This is an optimization exercise on Yosys and OpenROAD, whose aim is small area, not a production implementation.
At most, simulation tests tie the RTL to the original design; equivalence was not proved.
The clock port is modelled as an ideal driver, which makes a skipped or thinned clock tree look cheaper than it is; a real chip needs a root buffer or a tree.
Power is estimated from default activity; no workload was simulated.

## trial 66
==> flow/design.v <==
module ALD_miami(
    SW,
    RST_N,
    CLOCK_50,
    LEDR
);
input [7:1]SW;
input RST_N;
input CLOCK_50;
output [6:0]LEDR;
wire clk = CLOCK_50;
wire rst = RST_N;
reg [5:0] rung;
wire r0  = (rung == 6'd0);
wire r1  = (rung == 6'd1);
wire r2  = (rung == 6'd2);
wire r6  = (rung == 6'd6);
wire r7  = (rung == 6'd7);
wire r38 = (rung == 6'd38);
reg started;                 
reg mstart, mfc, tok;
reg vacpumps;                
reg ps0, ps1, ps2;           
reg tonp1_in, trig11, trig21, trig71, trig81;
reg [3:0] cyc_acc;           
reg cyc_ep;                  
reg SV1, SV4, VV1, VV2, heaterson, reactorheater, mfcwater;
assign LEDR = {mfcwater, reactorheater, heaterson, VV2, VV1, SV4, SV1};
reg [38:0] ring1;
reg [12:0] ring2;
reg [12:0] ring3;
reg cy1, cy2, cy3;
wire seg_tonp1  = (rung <= 6'd10);
wire seg_tvac1  = (rung >= 6'd11) & (rung <= 6'd22);
wire seg_twater = (rung >= 6'd23) & (rung <= 6'd33);
wire seg_tpvac  = (rung >= 6'd34) & (rung <= 6'd37);
wire first1     = r0 | (rung == 6'd11) | (rung == 6'd23) | (rung == 6'd34);
wire act1       = ~r38;
wire en1  = (seg_tonp1 & tonp1_in) | (seg_tvac1 & trig11) | (seg_twater & trig21) | (seg_tpvac & mstart);
wire sat1 = seg_tvac1 ? (ring1[11] & ring1[2] & ring1[1]) :
            seg_tpvac ? (ring1[3] & ring1[1] & ring1[0]) :
                        (ring1[10] & ring1[1] & ring1[0]);
wire old1 = ring1[0] & started;
wire cin1 = first1 ? ~(sat1 & started) : cy1;
wire nb1  = act1 ? (en1 & (old1 ^ cin1)) : svac1_n;
wire first2 = (rung == 6'd13);
wire sat2   = ring2[12] & ring2[3] & ring2[0];
wire cin2   = first2 ? ~sat2 : cy2;
wire nb2    = trig71 & (ring2[0] ^ cin2);
wire act3   = (rung >= 6'd15) & (rung <= 6'd24);
wire first3 = (rung == 6'd15);
wire sat3   = ring3[9] & ring3[1];
wire old3   = ring3[0] & started;
wire cin3   = first3 ? ~(sat3 & started) : cy3;
wire nb3    = act3 ? (tok & (old3 ^ cin3)) :
              r0   ? (SW[2] | cyc_dn) :
              r1   ? ~SW[7] :
              r38  ? svac2_n : ring3[0];
always @(posedge clk) begin
    ring1 <= {nb1, ring1[38:1]};
    ring2 <= {nb2, ring2[12:1]};
    ring3 <= {nb3, ring3[12:1]};
    cy1 <= old1 & cin1;
    cy2 <= ring2[0] & cin2;
    cy3 <= old3 & cin3;
end
wire tonp1_ge   = ring1[11] & ring1[2];      
wire tonp1_b0   = ring1[1];
wire tvac1_ge   = ring1[23] & ring1[14];     
wire tvac1_b0   = ring1[12];
wire twater_ge  = ring1[34] & ring1[25];     
wire twater_b0  = ring1[24];
wire tvacw_ge   = ring2[0] & ring2[4];       
wire tvacw_b0   = ring2[1];
wire tvacw_ge3  = ring2[0] & (ring2[4] | (ring2[3] & ring2[2] & ring2[1]));  
wire tpvac_sat  = ring1[30] & ring1[28] & ring1[27] & started;
wire pulse_sat  = ring3[4] & ring3[9];
wire svac1      = ring1[0];
wire mstop_r2   = ring3[11];
wire mstop      = ring3[1];
wire heat       = ring3[2];
wire svac2      = ring3[0];
wire svac1_n    = trig11 & ~tvac1_ge;
wire svac2_n    = trig71 & ~tvacw_ge3;
wire startpos  = ps1 & ~ps2;
wire sv11      = tonp1_in & ~tonp1_ge;
wire sv1_start = tonp1_ge & ~tonp1_b0;
wire tonp1_n   = (trig81 & ~cyc_ep) | ps1 | sv11;
wire trig11_n  = sv1_start | (trig11 & ~startpos & ~trig81);
wire trig21_n  = (tvac1_ge & tvac1_b0) | (trig21 & ~startpos & ~trig81);
wire sw_tt     = trig21 & ~twater_ge;
wire trig71_n  = (trig21_n & twater_ge & ~twater_b0) | (trig71 & ~startpos & ~trig81);
wire trig81_n  = tvacw_ge & ~tvacw_b0;
wire cyc_res   = cyc_acc[3] & cyc_acc[1] & cyc_acc[0];
wire cyc_full  = cyc_acc[3] & cyc_acc[1] & ~cyc_acc[0];
wire cyc_dn    = cyc_ep & ~cyc_res;
wire cyc_inc   = trig81 & ~cyc_full;
wire [3:0] cyc_acc31 = cyc_res ? 4'd0 : cyc_acc + {3'd0, cyc_inc};
wire cyc_full31 = cyc_acc31[3] & cyc_acc31[1];
always @(posedge clk) begin
    if (r7) begin
        ps0 <= tok & ~pulse_sat;
        vacpumps <= mstart & (~tpvac_sat | (vacpumps & ~tok));
    end
end
always @(posedge clk or negedge rst) begin
    if (rst == 1'b0) begin
        rung <= 6'd0;
        started <= 1'b0;
        mstart <= 1'b0;
        mfc <= 1'b0; tok <= 1'b0;
        ps1 <= 1'b0; ps2 <= 1'b0;
        tonp1_in <= 1'b0; trig11 <= 1'b0; trig21 <= 1'b0; trig71 <= 1'b0; trig81 <= 1'b0;
        cyc_acc <= 4'd0; cyc_ep <= 1'b0;
        SV1 <= 1'b0; SV4 <= 1'b0; VV1 <= 1'b0; VV2 <= 1'b0;
        heaterson <= 1'b0; reactorheater <= 1'b0; mfcwater <= 1'b0;
    end
    else begin
        rung <= r38 ? 6'd0 : rung + 6'd1;
        if (r2) mstart <= (~SW[1] & ~SW[3]) | (mstart & ~SW[2] & ~mstop_r2);
        if (r6) mfc <= mstart & (~SW[5] | (SW[6] & mfc));
        if (r7) begin
            tok <= mstart & (~SW[4] | tok);
        end
        if (r38) begin
            started <= 1'b1;
            ps1 <= ps0; ps2 <= ps1;
            tonp1_in <= tonp1_n;
            trig11 <= trig11_n;
            trig21 <= trig21_n;
            trig71 <= trig71_n;
            trig81 <= trig81_n;
            cyc_acc <= startpos ? 4'd11 : cyc_acc31;
            cyc_ep <= trig81 ? cyc_full31 : cyc_dn;
            SV1 <= mstart & sv11;
            SV4 <= mstart & sw_tt;
            VV1 <= mstart & (vacpumps | svac1);
            VV2 <= mstart & (vacpumps | svac2);
            heaterson <= heat;
            reactorheater <= (mstart | reactorheater) & ~mstop;
            mfcwater <= mfc;
        end
    end
end
endmodule
export LEC_CHECK = 0
export CAP_MARGIN = 20
export CORE_MARGIN = 2
export CORE_UTILIZATION = 40
export SLEW_MARGIN = 20
create_clock -name core_clock -period 50.0 [get_ports {CLOCK_50}]
standard.sh (not shown) runs the stock make flow with config.mk's settings and CLKGATE_MAP_FILE= SYNTH_SCRIPT=/design/flow/synth_recipe.tcl, a recipe that flattens the netlist after the stock synthesis.
==> flow/flow/run.sh <==
#!/bin/bash
# The standard layout, except:
#  - the port buffers are the smallest buffer (buf_1) rather than the default
#  - the clock tree is built by flow/mycts.tcl: the clock port drives four
#    clkbuf_16, each driving a quarter of the flip-flops, split by position
set -euo pipefail
P="BUFFER_PORTS_ARGS=-buffer_cell sky130_fd_sc_hd__buf_1"
bash standard.sh "$P" place > standard_place.log 2>&1
bash standard.sh "$P" run RUN_SCRIPT=$PWD/flow/mycts.tcl RUN_LOG_NAME_STEM=4_1_cts \
  MYCTS_NBUF=4 MYCTS_BUF=sky130_fd_sc_hd__clkbuf_16 MYCTS_CLKNET=CLOCK_50 > mycts.log 2>&1
bash standard.sh "$P" finish > standard_finish.log 2>&1
Other scripts of this flow, unchanged in this note and not shown: flow/flow/mycts.tcl
Here is what was changed in the inputs of trial 38 compared with trial 66.
--- a/flow/design.v
+++ b/flow/design.v
@@ -18,8 +18,7 @@
 wire r7  = (rung == 6'd7);
 wire r38 = (rung == 6'd38);
 reg started;                 
-reg mstart, mfc, tok;
-reg vacpumps;                
+reg mstart, vacpumps, mfc, tok;
 reg ps0, ps1, ps2;           
 reg tonp1_in, trig11, trig21, trig71, trig81;
 reg [3:0] cyc_acc;           
@@ -43,10 +42,11 @@
 wire old1 = ring1[0] & started;
 wire cin1 = first1 ? ~(sat1 & started) : cy1;
 wire nb1  = act1 ? (en1 & (old1 ^ cin1)) : svac1_n;
+wire act2   = (rung >= 6'd13) & (rung <= 6'd25);
 wire first2 = (rung == 6'd13);
 wire sat2   = ring2[12] & ring2[3] & ring2[0];
 wire cin2   = first2 ? ~sat2 : cy2;
-wire nb2    = trig71 & (ring2[0] ^ cin2);
+wire nb2    = act2 ? (trig71 & (ring2[0] ^ cin2)) : ring2[0];
 wire act3   = (rung >= 6'd15) & (rung <= 6'd24);
 wire first3 = (rung == 6'd15);
 wire sat3   = ring3[9] & ring3[1];
@@ -98,17 +98,14 @@
 wire [3:0] cyc_acc31 = cyc_res ? 4'd0 : cyc_acc + {3'd0, cyc_inc};
 wire cyc_full31 = cyc_acc31[3] & cyc_acc31[1];
 always @(posedge clk) begin
-    if (r7) begin
-        ps0 <= tok & ~pulse_sat;
-        vacpumps <= mstart & (~tpvac_sat | (vacpumps & ~tok));
-    end
+    if (r7) ps0 <= tok & ~pulse_sat;
 end
 always @(posedge clk or negedge rst) begin
     if (rst == 1'b0) begin
         rung <= 6'd0;
         started <= 1'b0;
         mstart <= 1'b0;
-        mfc <= 1'b0; tok <= 1'b0;
+        vacpumps <= 1'b0; mfc <= 1'b0; tok <= 1'b0;
         ps1 <= 1'b0; ps2 <= 1'b0;
         tonp1_in <= 1'b0; trig11 <= 1'b0; trig21 <= 1'b0; trig71 <= 1'b0; trig81 <= 1'b0;
         cyc_acc <= 4'd0; cyc_ep <= 1'b0;
@@ -121,6 +118,7 @@
         if (r6) mfc <= mstart & (~SW[5] | (SW[6] & mfc));
         if (r7) begin
             tok <= mstart & (~SW[4] | tok);
+            vacpumps <= mstart & (~tpvac_sat | (vacpumps & ~tok));
         end
         if (r38) begin
             started <= 1'b1;
Results
Finished layout cell area delta (trial 66 -> trial 38): insignificant
Relative to trial 66, trial 38 degrades die area.
Compared trial 38 vs trial 66, and ratio of cells with drive above 1 in the final layout is down in trial 38.
Re number of enable flip-flop cells after synthesis: trial 38 is 1 down on trial 66.
Setup slack: trial 38 more than trial 66
Trial 38 vs. trial 66: via count of the first global-routing pass went down about 1.2%, proportion of power drawn by the clock network went down 0.4 points, share of flip-flops with an asynchronous set or reset went up 1.0 points.
Compared with trial 66, trial 38 shows a higher netlist area before placement.
The RTL of trial 66 was laid out without a check of its function. No run of this note takes its clock network from TritonCTS; it comes from the design's own scripts or RTL.

separate check: timing with driven ports:
In the flow no input, the clock included, has a driving cell. The finished layouts below were timed again as built, in two steps. Step 1 sets driving cells, clkbuf_16 on the clock port and buf_2 on the other inputs (assumed; they add their load-dependent delay and slew). Step 2 moves the port delays by t, midway between the first and last clock arrival at a register: inputs arrive t later, outputs are due t later. That takes back most of the time a late clock gives input paths. a / b / c = ideal / step 1 / step 2; a / b = the first two.
| run | shift t [ns] | slack for setup (ns) | worst setup path after step 2 | worst slew at a driven data input, ns |
|---|---|---|---|---|
| trial 66 | 0.228 | 39.295 / 39.221 / 39.387 | input to register | 0.03 |
| trial 38 | 0.224 | 39.310 / 39.237 / 39.428 | input, reset recovery | 0.03 |
After both steps setup and hold are still met in every run listed. Setup slack includes reset recovery checks.
